Context: an optimization exercise on an open-source flow, tuned for small area and a short achievable clock period. The choices shown serve that exercise and are no tape-out recipe. Function was not checked in any run shown here: the RTL went through the layout flow alone.

==> flow/design.v, too long to show whole: its modules and the start of the top module <==
// module gte_unr_divide: 2790 lines
module gte_unr_divide (
   input  wire        clk,
   input  wire        reset,
   input  wire        trigger,
   input  wire [15:0] lhs,
   input  wire [15:0] rhs,
   output reg  [16:0] result,
   output reg         div_error
);
  // ...
==> flow/run.sh <==
#!/bin/bash
# synth_recipe.tcl (not shown) runs the flow's synth.tcl, then flattens the netlist and writes it again
# the make line also repeats each setting of config.mk as NAME=value (left out here)
make -C /OpenROAD-flow-scripts/flow DESIGN_CONFIG=/design/flow/config.mk WORK_HOME=/design/flow/orfs CLKGATE_MAP_FILE= SYNTH_SCRIPT=/design/flow/synth_recipe.tcl finish
==> flow/config.mk <==
export PLATFORM = sky130hd
export DESIGN_NAME = gte_unr_divide
export DESIGN_NICKNAME = gte_unr_divide
export VERILOG_FILES = /design/flow/design.v
export SDC_FILE = /design/flow/constraint.sdc
export NUM_CORES = 4
export LEC_CHECK = 0
export CAP_MARGIN = 20
export CORE_MARGIN = 2
export CORE_UTILIZATION = 65
export CTS_CLUSTER_DIAMETER = 100
export CTS_CLUSTER_SIZE = 25
export SETUP_SLACK_MARGIN = 4.5
export SLEW_MARGIN = 20
==> flow/constraint.sdc <==
create_clock -name core_clock -period 8.0 [get_ports {clk}]
set_input_delay 1.6000 -clock core_clock [delete_from_list [all_inputs] [get_ports {clk}]]
set_output_delay 1.6000 -clock core_clock [all_outputs]
set_load 0.01 [all_outputs]
==> results.py, run 1 <==
metrics = {
    "run": {
        "maxCapViolCount": 0,
    },
    "yosys": {
        "yosys.area_share.adder_pct": 23.31,
        "synth_area_um2": 22700,
        "synthSimpleGateAreaFrac_pct": 8.181,
        "async_flop_share_pct": 0,
        "synth-edff-count": 0,
        "synth_common_cells": "dfxtp_1 (313), a22oi_1 (227), xnor2_1 (193)",
    },
    "worst_setup_path": {
        "worst_r2r_endpoint": "r4a_13_36$_DFF_P_",
        "cp_common_cell": "o41ai_4",
        "crit_required_ns": 8.40,
        "cp.depth": 10,
        "cp-endpoint": "dp1[14]$_DFF_P_",
    },
    "placement": {
        "gp_congestion": 0.9091,
        "portBuffers": 52,
        "placedCellCount": 2725,
    },
    "finish": {
        "diodes": 0,
    },
    "floorplan": {
        "num_tap_cells": 455,
        "die_w_um": 190.9,
    },
    "worst_hold_path": {
        "whs_endpoint": "np5[3]$_DFF_P_",
    },
    "run_status": {
        "status": "timing/DRC/antenna clean",
    },
    "route": {
        "wl_met1_um": 22390,
        "ant_nets": 0,
        "wl_per_cell_um": 19.54,
    },
    "timing": {
        "setup_viol": 0,
        "rsz0062_at_grt": "false",
    },
    "global_route": {
        "use_met2_pct": 53.02,
    },
}
==> run 2: changes to the inputs <==
--- a/flow/config.mk
+++ b/flow/config.mk
@@ -7,8 +7,9 @@
 export LEC_CHECK = 0
 export CAP_MARGIN = 20
 export CORE_MARGIN = 2
-export CORE_UTILIZATION = 65
+export CORE_UTILIZATION = 70
 export CTS_CLUSTER_DIAMETER = 100
-export CTS_CLUSTER_SIZE = 25
+export CTS_CLUSTER_SIZE = 30
+export PLACE_DENSITY = 0.8
 export SETUP_SLACK_MARGIN = 4.5
 export SLEW_MARGIN = 20
==> run 2 against run 1 <==
Net effect:
- hold slack improved by 0.030 ns
- critical path type is now reg2reg
- count of clock-buffer cells in the layout fell by 1
- die area decreased by 7.0%
- utilization increased by 6.3 points
- first-iteration DRC count rose by 8.2%
- global-route usage increased by 2.6 points
==> results.py, run 2 <==
metrics = {
    "timing": {
        "final.setup.tns_ns": 0,
        "hold_violations": 0,
        "worst_slack_ns": 4.480,
        "finalClockSkew_ns": 0.02258,
        "rsz0062_at_grt": "true",
        "slew_viol_final": 0,
        "fmax_ghz": 0.2841,
        "slew_headroom_pct": 27.47,
        "hold_ws_ns": 0.3305,
        "min_period_ns": 3.520,
        "setup_viol": 0,
        "finalCritPeriodShare_pct": 44.00,
        "worst_pin_slew_ns": 1.080,
    },
    "clock_network": {
        "path_clk_slew_ns": 0.10,
        "cts-root-buf": "clkbuf_16",
        "insertion_delay_ns": 0.52,
        "cts_tree": "yes",
        "cts_sinks": 313,
        "cts_htree_levels": 1,
        "hold_buffers": 0,
        "cts.path.max_buffers": 3,
        "cts_buffers": 16,
    },
    "worst_setup_path": {
        "critPathArrivalTime_ns": 3.90,
        "startpoint": "rd5_n4$_DFF_P_",
        "r2r_start": "rd5_n4$_DFF_P_",
        "crit_required_ns": 8.38,
        "cp_cell_sequence": "inv_2 > xnor2_1 > fa_1 > fa_1 > fa_1 > inv_1 > ha_1 > o21a_1 > nor2_1 > a31oi_1",
        "worst_r2r_endpoint": "r6a_cy$_DFF_P_",
        "reg2reg_depth": 10,
        "cp_max_fo": 11,
        "cp_common_cell": "fa_1",
        "ff2ff_setup_slack_ns": 4.48,
        "critPathLaunchType": "register",
        "slowest_stage": "dfxtp_2",
        "critical_path_class": "reg2reg",
        "cpPeakStageDelay_ns": 0.63,
        "cp-end-kind": "register",
    },
    "route": {
        "drc": 0,
        "ant_nets": 0,
        "drt-initial-drc-count": 1651,
        "num_vias": 17820,
        "wl_per_cell_um": 20.29,
        "firstDrtPassIters": 6,
        "drt-vias-per-instance": 6.554,
        "wl_um": 55170,
    },
    "yosys": {
        "syn_nets": 2759,
        "synth.area.mux_share_pct": 3.495,
        "synthXorXnorAreaFrac_pct": 11.81,
        "synth-compound-area-share_pct": 18.79,
        "synth_area_leaders": "dfxtp_1 (28%), fa_1 (14%), ha_1 (9.4%)",
        "yosysTopAreaCellShare_pct": 27.61,
        "synth_common_cells": "dfxtp_1 (313), a22oi_1 (227), xnor2_1 (193)",
        "ys_ff_latch": 313,
        "synth_top_family_by_area": "adder cells",
        "synth.avg_cell_area_um2": 9.472,
        "ys.flop_type": "dfxtp_1",
        "yosys.area_share.adder_pct": 23.31,
        "synthesis.instances": 2396,
        "yosysSeqAreaShare_pct": 27.61,
        "synth_top_area_cell": "dfxtp_1",
        "post-synth-top-count-cell": "dfxtp_1",
        "synthSimpleGateAreaFrac_pct": 8.181,
        "synth-edff-count": 0,
        "synth-warning-count": 1,
        "yosysUniqueCellTypes": 92,
        "synth_area_um2": 22700,
        "async_flop_share_pct": 0,
    },
    "placement": {
        "place_ws_ns": 3.350,
        "portBuffers": 52,
        "dpl.hpwl_um": 38720,
        "gp_congestion": 0.9243,
    },
    "finish": {
        "area_growth_syn_to_layout_pct": 6.847,
        "nNetsFinal": 2675,
        "fin_util_pct": 76.45,
        "diodes": 0,
        "fillers": 2184,
        "final_common_cell": "dfxtp_1",
        "seq_area_um2": 6314,
        "drive_above_1_share_pct": 8.330,
        "multi_input_area_um2": 15280,
        "layout_common_cells": "dfxtp_1 (277), a22oi_1 (224), xnor2_1 (190)",
    },
    "floorplan": {
        "die_y_um": 184.1,
        "die_w_um": 184.1,
        "coreArea_um2": 31720,
        "initial_core_util_pct": 71.55,
        "io_pins": 53,
        "dieArea_um2": 33880,
        "placementRows": 65,
    },
    "global_route": {
        "grt_pass1_wl_um": 89670,
        "track_usage_pct": 32.48,
        "grt_pass1_vias": 18080,
        "antenna_found_initial": 1,
        "grt_max_degree": 64,
        "overflow": 0,
    },
    "worst_hold_path": {
        "whs_endpoint": "np5[13]$_DFF_P_",
        "hold_depth": 0,
        "min_from": "np4[13]$_DFF_P_",
        "worstHoldPathType": "reg2reg",
    },
    "run_status": {
        "status": "timing/DRC/antenna clean",
    },
    "run": {
        "maxCapViolCount": 0,
    },
}
run 2: cell counts after synthesis:
No cell type changed its count.
run 2: what timing repair did:
| item | CTS | global route |
|---|---|---|
| pin swaps | 6 | 17 |
| gates resized for setup | 61 | 67 |
| endpoints found under the setup margin | 72 | 58 |
| gates cloned | 2 | 0 |
| buffers inserted | 14 | 11 |
run 2: metal layers:
metal / share of wire, % / GRT usage [%]
met1: 40 / 40.03
met2: 49 / 57.04
met3: 7.0 / 4.041
met4: 4.1 / 14.56
met5: 0 / 0
run 2: worst max-delay path, delay by kind of cell, from the launching register on:
kind / cells / cell delay [ns]
adder cells (fa/ha/maj): 4 / 1.73
flip-flops: 1 / 0.63
AO/OA/AOI/OAI: 2 / 0.42
buffers and inverters: 2 / 0.29
XOR/XNOR: 1 / 0.26
AND/OR/NAND/NOR: 1 / 0.04
run 2: worst max-delay path by stage:
| stage | slack (ns) | depth (start not counted) | end |
|---|---|---|---|
| after floorplan | 4.49 | 12 | r6a_cy$_DFF_P_ |
| after global placement | 3.40 | 9 | np1[12]$_DFF_P_ |
| after detailed placement | 3.35 | 9 | np1[12]$_DFF_P_ |
| after CTS | 4.38 | 10 | r6a_cy$_DFF_P_ |
| after global routing | 4.44 | 10 | rd5_t2$_DFF_P_ |
| final | 4.48 | 10 | r6a_cy$_DFF_P_ |
run 2: cell type report:
| cell class | count | share of cell area, % |
|---|---|---|
| multi-input combinational | 1690 | 63.01 |
| sequential | 313 | 26.04 |
| timing repair buffer | 93 | 3.612 |
| inverter | 198 | 3.085 |
| tap | 402 | 2.074 |
| clock buffer | 17 | 1.754 |
| clock inverter | 6 | 0.4334 |
run 2: metrics by stage:
stage | instances | area [um2]
after floorplan | 2396 | 22720
after global placement | 2669 | 23070
after detailed placement | 2669 | 23070
after CTS | 2708 | 23950
after global routing | 2719 | 24250
final | 2719 | 24250
run 2: logic make-up after synthesis:
| kind of cell | after synthesis |
|---|---|
| AND/OR/NAND/NOR | 379 |
| multiplexers | 77 |
| buffers and inverters | 394 |
| adder cells (fa/ha/maj) | 328 |
| AO/OA/AOI/OAI | 601 |
| flip-flops | 313 |
| XOR/XNOR | 304 |
==> run 3: changes to the inputs <==
==> flow/flow/run.sh (new file) <==
#!/bin/bash
set -euo pipefail
bash standard.sh "BUFFER_PORTS_ARGS=-buffer_cell sky130_fd_sc_hd__buf_2" finish > standard_make.log 2>&1
==> flow/standard.sh (new file) <==
#!/bin/bash
# synth_recipe.tcl (not shown) runs the flow's synth.tcl, then flattens the netlist and writes it again
# the make line also repeats each setting of config.mk as NAME=value (left out here)
make -C /OpenROAD-flow-scripts/flow DESIGN_CONFIG=/design/flow/config.mk WORK_HOME=/design/flow/orfs CLKGATE_MAP_FILE= SYNTH_SCRIPT=/design/flow/synth_recipe.tcl "${@:-finish}"
--- a/flow/config.mk
+++ b/flow/config.mk
@@ -7,9 +7,8 @@
 export LEC_CHECK = 0
 export CAP_MARGIN = 20
 export CORE_MARGIN = 2
-export CORE_UTILIZATION = 70
+export CORE_UTILIZATION = 65
 export CTS_CLUSTER_DIAMETER = 100
-export CTS_CLUSTER_SIZE = 30
-export PLACE_DENSITY = 0.8
+export CTS_CLUSTER_SIZE = 25
 export SETUP_SLACK_MARGIN = 4.5
 export SLEW_MARGIN = 20
removed: flow/run.sh
==> run 3 against run 2 <==
Net effect:
- first-iteration DRC count shrank 12%
- global-route usage shrank 3.0 points
- sequential cell count is the same
- critical path depth grew 4
- highest routed layer unchanged
- clock skew shrank 0.0037 ns
- still clean
- largest cell class unchanged
- non-clock buffer count shrank 6
- die area grew 7.5%
- hold slack lost 0.0025 ns
- sequential share of layout area grew 0.40 points
==> results.py, run 3 <==
metrics = {
    "yosys": {
        "async_flop_share_pct": 0,
        "synth-edff-count": 0,
        "yosysUniqueCellTypes": 92,
        "synth_area_um2": 22700,
        "ys.flop_type": "dfxtp_1",
        "yosysSeqAreaShare_pct": 27.61,
        "syn_nets": 2759,
        "yosysTopAreaCellShare_pct": 27.61,
        "post-synth-top-count-cell": "dfxtp_1",
        "synth-warning-count": 1,
        "synth_area_leaders": "dfxtp_1 (28%), fa_1 (14%), ha_1 (9.4%)",
        "synthesis.instances": 2396,
        "synth_top_area_cell": "dfxtp_1",
        "ys_ff_latch": 313,
        "synth.avg_cell_area_um2": 9.472,
        "synth_common_cells": "dfxtp_1 (313), a22oi_1 (227), xnor2_1 (193)",
    },
    "worst_setup_path": {
        "cp_cell_sequence": "fa_2 > ha_2 > a21o_1 > a21oi_2 > nor2b_1 > o21a_1 > o41a_1 > xnor2_4 > buf_6 > o21ai_2 > xnor2_1 > ha_1 > inv_2 > fa_1",
        "critical_path_buf_inv_count": 2,
        "cp_max_fo": 4,
        "cpPeakStageDelay_ns": 0.45,
        "crit_required_ns": 8.40,
        "critical_path_class": "reg2reg",
        "slowest_stage": "o41a_1",
        "worst_r2r_endpoint": "r4a_9_24$_DFF_P_",
        "cp-end-kind": "register",
        "path_delay_family": "adder cells",
        "ff2ff_setup_slack_ns": 4.59,
        "reg2reg_depth": 14,
        "critPathArrivalTime_ns": 3.82,
        "startpoint": "r3a_cy$_DFF_P_",
        "r2r_start": "r3a_cy$_DFF_P_",
        "critPathLaunchType": "register",
    },
    "global_route": {
        "track_usage_pct": 29.49,
        "grt_pass1_vias": 17530,
        "grt_max_degree": 64,
        "overflow": 0,
        "grt_pass1_wl_um": 87820,
        "antenna_found_initial": 1,
    },
    "timing": {
        "final.setup.tns_ns": 0,
        "worst_pin_slew_ns": 1.092,
        "hold_violations": 0,
        "slew_viol_final": 0,
        "min_period_ns": 3.411,
        "slew_headroom_pct": 26.68,
        "fmax_ghz": 0.2932,
        "finalCritPeriodShare_pct": 42.64,
        "worst_slack_ns": 4.589,
        "finalClockSkew_ns": 0.01889,
        "setup_viol": 0,
        "rsz0062_at_grt": "true",
    },
    "worst_hold_path": {
        "min_from": "np4[15]$_DFF_P_",
        "whs_endpoint": "np5[15]$_DFF_P_",
        "hold_depth": 0,
        "worstHoldPathType": "reg2reg",
    },
    "finish": {
        "drive_above_1_share_pct": 9.476,
        "diodes": 0,
        "fillers": 2738,
        "area_growth_syn_to_layout_pct": 5.133,
        "nNetsFinal": 2671,
        "layout_common_cells": "dfxtp_1 (279), a22oi_1 (225), xnor2_1 (190)",
        "seq_area_um2": 6309,
        "multi_input_area_um2": 15180,
        "final_common_cell": "dfxtp_1",
    },
    "placement": {
        "gp_congestion": 0.9217,
        "portBuffers": 52,
        "place_ws_ns": 3.856,
        "dpl.hpwl_um": 37950,
    },
    "run_status": {
        "status": "timing/DRC/antenna clean",
    },
    "route": {
        "drt-vias-per-instance": 6.206,
        "firstDrtPassIters": 8,
        "wl_um": 53640,
        "num_vias": 17170,
        "ant_nets": 0,
        "drt-initial-drc-count": 1461,
        "drc": 0,
        "wl_per_cell_um": 19.39,
    },
    "clock_network": {
        "cts_sinks": 313,
        "cts.path.max_buffers": 3,
        "insertion_delay_ns": 0.52,
        "cts_htree_levels": 1,
        "cts-root-buf": "clkbuf_16",
        "path_clk_slew_ns": 0.09,
        "cts_buffers": 17,
        "cts_tree": "yes",
    },
    "floorplan": {
        "die_w_um": 190.9,
        "coreArea_um2": 34460,
        "placementRows": 68,
        "die_y_um": 190.9,
        "initial_core_util_pct": 65.86,
        "dieArea_um2": 36430,
        "io_pins": 53,
    },
    "run": {
        "maxCapViolCount": 0,
    },
}
[run 3: cell families after synthesis]
kind of cell	after synthesis	synth area share (%)
simple gates	379	8.181
fa+ha+maj	328	23.31
buf+inv	394	6.803
xor+xnor	304	11.81
mux	77	3.495
compound gates	601	18.79
flops	313	27.61
[run 3: area by class of cell]
class,count,share of cell area (%)
Multi-Input combinational cell,1691,63.63
Sequential cell,313,26.44
Inverter,198,3.152
Tap cell,455,2.386
Timing Repair Buffer,87,2.313
Clock buffer,17,1.783
Clock inverter,5,0.2989
[run 3: what timing repair did]
item / 4_1_cts / 5_1_grt
gates resized for setup: 21 / 64
cloned: 0 / 2
setup endpoints to repair: 46 / 77
buffers inserted: 5 / 15
hold buffers: 0 / 0
pin swaps: 2 / 17
[run 3: worst max path at each step]
stage	endpoint	slack [ns]	depth (start not counted)
detailed placement	np1[12]$_DFF_P_	3.86	8
CTS	np1[12]$_DFF_P_	4.42	8
global placement	np1[12]$_DFF_P_	3.96	9
floorplan	r6a_cy$_DFF_P_	4.49	12
finish	r4a_9_24$_DFF_P_	4.59	14
global route	np1[5]$_SDFF_PP0_	4.45	7
[run 3: through the flow]
stage / utilization, % / hold WS (ns) / cells / cell area, um2
final: 69.24 / 0.3280 / 2766 / 23860
after global routing: 69.24 / 0.3343 / 2766 / 23860
after CTS: 68.14 / 0.3301 / 2749 / 23480
after detailed placement: 66.39 / 0.3121 / 2722 / 22880
after global placement: 66.39 / 0.3098 / 2722 / 22880
after floorplan: - / 0.3096 / 2396 / 22720
[run 3: layer usage]
metal	vias up	track usage [%]	wire length (um)
met4	0	11.99	1764
met5	-	0	0
met2	587	51.18	26580
li1	8105	-	-
met1	8343	37.52	22510
met3	130	3.128	2782

## static timing again, ports no longer ideal
In the flow no input, the clock included, has a driving cell. The finished layouts below were timed again as built, in two steps.
Step 1 assumes that a clkbuf_16 drives the clock port and a buf_2 every other input.
Step 2 moves the port delays by t, midway between the first and last clock arrival at a register: inputs arrive t later, outputs are due t later. That takes back most of the time a late clock gives input paths.
Slacks: ideal ports / drivers / drivers and shift; pairs: ideal ports / drivers.
| run | t (ns) | slack for setup (ns) | worst setup path at the end | latest minus earliest clock arrival (ns) | worst data-port slew with drivers (ns) |
|---|---|---|---|---|---|
| run 1 | 0.577 | 4.568 / 4.609 / 4.032 | input to register | 0.031 / 0.031 | 0.04 |
| run 2 | 0.566 | 4.480 / 4.480 / 4.043 | input to register | 0.025 / 0.025 | 0.04 |
| run 3 | 0.569 | 4.589 / 4.589 / 4.087 | input to register | 0.020 / 0.020 | 0.04 |
After both steps every run listed still meets setup and hold. For run 1, which loses most, drivers alone change the setup slack by +0.041 ns; drivers and shift together by -0.536 ns.
